This is an optimization exercise on Yosys and OpenROAD, whose aim is small area, not a production implementation.
In this exercise RTL edits were held to simulation tests only and were not proved equivalent to the original.
No activity file was given, so power comes from the tool's default toggle rates.

old:
==> flow/design.v <==
`timescale 1ns / 1ns
module counter(
	reset,
	count,
	next
);
input reset;
input [5:0] count;
output [5:0] next;
assign next = reset ? 6'd0 : count + 6'd1;
endmodule
`timescale 1ns / 1ns
module sobel(
	pa,
	na,
	pb,
	nb,
	code
);
input  [9:0] pa, na, pb, nb;
output [7:0] code;
wire [6:0] alo, blo;	 
wire sa, sb;		 
wire wa, wb;		 
diff Da(.p(pa), .n(na), .lo(alo), .sign(sa), .wide(wa));
diff Db(.p(pb), .n(nb), .lo(blo), .sign(sb), .wide(wb));
wire ge, cy;
ripple_carry #(7) Cge(.a(alo), .b(~blo), .ci(1'b1), .co(ge));
ripple_carry #(7) Ccy(.a(alo), .b(blo), .ci(1'b0), .co(cy));
wire a_big = sa ^ ((sa ^ sb) ? cy : ge);
wire s = a_big ? sa : sb;
wire sat = wa | wb;
genvar i;
generate for (i = 0; i < 7; i = i + 1) begin : mag
	code_bit M(.a(alo[i]), .b(blo[i]), .a_big(a_big), .sat(sat), .m(code[i+1]));
end endgenerate
assign code[0] = s | sat;
endmodule
module code_bit(
	a,
	b,
	a_big,
	sat,
	m
);
input a, b, a_big, sat;
output m;
assign m = (a_big ? a : b) & ~sat;
endmodule
module diff(
	p,
	n,
	lo,
	sign,
	wide
);
input [9:0] p, n;
output [6:0] lo;
output sign, wide;
wire c7;
ripple_add #(7) Lo(.a(p[6:0]), .b(~n[6:0]), .ci(1'b1), .s(lo), .co(c7));
wire [3:0] d = {1'b0, p[9:7]} - {1'b0, n[9:7]};
wire lt = d[3];				 
wire le = d[3] | ~|d[2:0];		 
wire m10 = &d | ~|d;			 
wire z1 = ~d[3] & ~|d[2:1];		 
assign sign = c7 ? lt : le;
assign wide = c7 ? ~m10 : ~z1;
endmodule
module fa(
	a,
	b,
	c,
	s,
	co
);
input a, b, c;
output s, co;
assign {co, s} = a + b + c;
endmodule
module ha(
	a,
	b,
	s,
	co
);
input a, b;
output s, co;
assign {co, s} = a + b;
endmodule
module carry(
	a,
	b,
	c,
	co
);
input a, b, c;
output co;
assign co = (a & b) | (a & c) | (b & c);
endmodule
module ripple_add #(parameter N = 8) (
	input [N-1:0] a,
	input [N-1:0] b,
	input ci,
	output [N-1:0] s,
	output co
);
wire [N:0] c;
assign c[0] = ci;
genvar i;
generate for (i = 0; i < N; i = i + 1) begin : add
	fa F(.a(a[i]), .b(b[i]), .c(c[i]), .s(s[i]), .co(c[i+1]));
end endgenerate
assign co = c[N];
endmodule
module ripple_carry #(parameter N = 8) (
	input [N-1:0] a,
	input [N-1:0] b,
	input ci,
	output co
);
wire [N:0] c;
assign c[0] = ci;
genvar i;
generate for (i = 0; i < N; i = i + 1) begin : add
	carry C(.a(a[i]), .b(b[i]), .c(c[i]), .co(c[i+1]));
end endgenerate
assign co = c[N];
endmodule
module sobel_decode(
	code,
	out
);
input [7:0] code;
output [7:0] out;
wire [6:0] m = code[7:1];
wire s = code[0];
wire [6:0] lower;	 
assign lower[0] = 1'b0;
genvar i;
generate for (i = 1; i < 7; i = i + 1) begin : low
	assign lower[i] = lower[i-1] | m[i-1];
end endgenerate
wire sat = s & ~(lower[6] | m[6]);	 
generate for (i = 0; i < 7; i = i + 1) begin : bits
	decode_bit D(.m(m[i]), .flip(s & lower[i]), .sat(sat), .y(out[i+1]));
end endgenerate
assign out[0] = sat;
endmodule
module decode_bit(
	m,
	flip,
	sat,
	y
);
input m, flip, sat;
output y;
assign y = (m ^ flip) | sat;
endmodule
`timescale 1ns / 1ns
module Top(
	clk,
	data_in,
	data_out,
	element,
	outmatrix
);
input clk, data_in, data_out;
input [7:0] element;
output reg [7:0] outmatrix;
reg loading;		 
reg [5:0] Wadr;		 
reg [5:0] Radr;		 
wire [5:0] Wadr_next, Radr_next;
counter countin(
	.reset(!loading),
	.count(Wadr),
	.next(Wadr_next)
);
counter countout(
	.reset(!data_out),
	.count(Radr),
	.next(Radr_next)
);
always @(posedge clk) begin
	loading <= data_in;
	Wadr <= Wadr_next;
	Radr <= Radr_next;
end
reg [71:0] px;
reg [99:0] qs;
wire [7:0] px1 = px[7:0], px8 = px[63:56], px9 = px[71:64];
wire [7:0] s1, c1;	 
wire [8:0] s2;
wire [7:0] c2;		 
wire [9:0] k;		 
wire [9:0] q0;
genvar i, r, b;
generate for (i = 0; i < 8; i = i + 1) begin : csa
	fa F1(.a(px1[i]), .b(px8[i]), .c(px9[i]), .s(s1[i]), .co(c1[i]));
	if (i > 0)
		fa F2(.a(s1[i]), .b(c1[i-1]), .c(element[i]), .s(s2[i]), .co(c2[i]));
	else
		ha H2(.a(s1[0]), .b(element[0]), .s(s2[0]), .co(c2[0]));
end endgenerate
assign s2[8] = c1[7];
assign q0[0] = s2[0];
ha H(.a(s2[1]), .b(c2[0]), .s(q0[1]), .co(k[2]));
generate for (i = 2; i < 9; i = i + 1) begin : add
	fa F(.a(s2[i]), .b(c2[i-1]), .c(k[i]), .s(q0[i]), .co(k[i+1]));
end endgenerate
assign q0[9] = k[9];
always @(posedge clk) begin
	px <= {px[63:0], element};
	qs <= {qs[89:0], q0};
end
wire [7:0] code;
sobel Sobel(
	.pa(qs[89:80]),
	.na(qs[19:10]),
	.pb(qs[9:0]),
	.nb(qs[99:90]),
	.code(code)
);
wire ins = loading & (|Wadr[5:4]) & (|Wadr[2:1]);
wire [2:0] wrow = Wadr[5:3];
reg [287:0] ring;
generate for (r = 0; r < 6; r = r + 1) begin : rows
	wire put = ins & (wrow == r + 2);
	wire keep = ~put;
	wire [7:0] head;
	for (b = 0; b < 8; b = b + 1) begin : hb
		ao22 H(.a1(put), .a2(code[b]), .b1(keep), .b2(ring[48*r+40+b]), .y(head[b]));
	end
	always @(posedge clk)
		ring[48*r +: 48] <= {ring[48*r +: 40], head};
end endgenerate
reg [2:0] ph, burst_ph;
wire [2:0] ph_next = data_in ? 3'd5 : (ph == 3'd5) ? 3'd0 : ph + 3'd1;
always @(posedge clk) begin
	ph <= ph_next;
	if (!data_out)
		burst_ph <= ph_next;
end
wire [2:0] rrow = Radr[5:3];
wire [2:0] rcol = Radr[2:0];
wire inner_col = (rcol != 3'd0) & (rcol != 3'd7);
wire [5:0] sel_pos, sel_row;
generate for (i = 0; i < 6; i = i + 1) begin : dec
	assign sel_pos[i] = burst_ph == i;
	assign sel_row[i] = inner_col & (rrow == i + 1);
end endgenerate
wire [7:0] rd;
generate for (b = 0; b < 8; b = b + 1) begin : rdbit
	wire [5:0] at_row;
	for (r = 0; r < 6; r = r + 1) begin : row
		sel6 Pos(
			.s(sel_pos),
			.d({ring[48*r+40+b], ring[48*r+32+b], ring[48*r+24+b],
			    ring[48*r+16+b], ring[48*r+8+b], ring[48*r+b]}),
			.y(at_row[r])
		);
	end
	sel6 Row(.s(sel_row), .d(at_row), .y(rd[b]));
end endgenerate
wire [7:0] result;
sobel_decode Dec(
	.code(rd),
	.out(result)
);
always @(posedge clk)
	if (data_out)
		outmatrix <= result;
endmodule
module ao22(
	a1,
	a2,
	b1,
	b2,
	y
);
input a1, a2, b1, b2;
output y;
assign y = (a1 & a2) | (b1 & b2);
endmodule
module sel6(
	s,
	d,
	y
);
input [5:0] s, d;
output y;
wire n0, n1;
sel3n Lo(.s(s[2:0]), .d(d[2:0]), .y(n0));
sel3n Hi(.s(s[5:3]), .d(d[5:3]), .y(n1));
assign y = ~(n0 & n1);
endmodule
module sel3n(
	s,
	d,
	y
);
input [2:0] s, d;
output y;
assign y = ~|(s & d);
endmodule
clock: 6.0 ns
lec_check: 0
cap_margin: 20
core_margin: 2
core_utilization: 65
cts_buf_list: sky130_fd_sc_hd__clkbuf_16
cts_cluster_diameter: 120
cts_cluster_size: 32
slew_margin: 20
synth_hierarchical: 1
run.sh (not shown) runs the stock make flow with config.mk's settings and CLKGATE_MAP_FILE= SYNTH_SCRIPT=/design/flow/synth_recipe.tcl, a recipe that flattens the netlist after the stock synthesis.
old: no failed stages, no open violations at the end
## Diff of input files: new against old
-- flow/design.v --
<<< old, line 33
genvar i;
generate for (i = 0; i < 7; i = i + 1) begin : mag
	code_bit M(.a(alo[i]), .b(blo[i]), .a_big(a_big), .sat(sat), .m(code[i+1]));
end endgenerate
assign code[0] = s | sat;
>>> new, line 33
genvar i;
generate for (i = 0; i < 7; i = i + 1) begin : mag
	code_bit M(.a(alo[i]), .b(blo[i]), .a_big(a_big), .s(s), .sat(sat), .m(code[i+1]));
end endgenerate
assign code[0] = s | sat;
<<< old, line 41
	b,
	a_big,
	sat,
	m
);
input a, b, a_big, sat;
output m;
assign m = (a_big ? a : b) & ~sat;
endmodule
module diff(
>>> new, line 41
	b,
	a_big,
	s,
	sat,
	m
);
input a, b, a_big, s, sat;
output m;
assign m = ((a_big ? a : b) ^ s) | sat;
endmodule
module diff(
<<< old, line 134
input [7:0] code;
output [7:0] out;
wire [6:0] m = code[7:1];
wire s = code[0];
wire [6:0] lower;	 
assign lower[0] = 1'b0;
genvar i;
generate for (i = 1; i < 7; i = i + 1) begin : low
	assign lower[i] = lower[i-1] | m[i-1];
end endgenerate
wire sat = s & ~(lower[6] | m[6]);	 
generate for (i = 0; i < 7; i = i + 1) begin : bits
	decode_bit D(.m(m[i]), .flip(s & lower[i]), .sat(sat), .y(out[i+1]));
end endgenerate
assign out[0] = sat;
endmodule
module decode_bit(
	m,
	flip,
	sat,
	y
);
input m, flip, sat;
output y;
assign y = (m ^ flip) | sat;
endmodule
`timescale 1ns / 1ns
>>> new, line 135
input [7:0] code;
output [7:0] out;
wire [7:0] v = {1'b0, code[7:1]} + {7'd0, code[0]};
assign out = v[7] ? 8'hff : {v[6:0], 1'b0};
endmodule
`timescale 1ns / 1ns
==> run summary <==
- Compared new vs old, and multi-input gate share of the layout cell area is up in new.
- Slowest cell on the critical path: sky130_fd_sc_hd__mux2i_1 -> new, sky130_fd_sc_hd__a21oi_1 -> old
- new vs. old: overall die height grew by about 0.3%, fraction of power consumed by combinational cells grew by 5.1 points.
- Wire length of the first global-routing pass: new vs old up about 5%
- Taking old as the reference, in new horizontal die dimension grew by about 0.3%; combinational power grew by about 34%; placed cell area grew by about 1.1%.

## what the ideal ports hide
In the flow no input, the clock included, has a driving cell. The finished layouts below were timed again as built, in two steps. Step 1: set_driving_cell puts a clkbuf_16 on clk and a buf_2 on each other input, an assumption about the parent block. Step 2, shift: input delay + t, output delay - t, t = (earliest + latest rising clock arrival at the registers) / 2. This alone moves slack from input paths to output paths. Slacks: ideal ports / drivers / drivers and shift; pairs: ideal ports / drivers.
run	t, ns	setup slack, ns	hold WS [ns]	worst register clock-pin slew, ns
old	0.571	0.375 / 0.375 / 0.375	0.308 / 0.308 / 0.308	0.11 / 0.11
new	0.574	0.393 / 0.393 / 0.393	0.310 / 0.310 / 0.310	0.11 / 0.11
After both steps setup and hold are still met in every run listed.
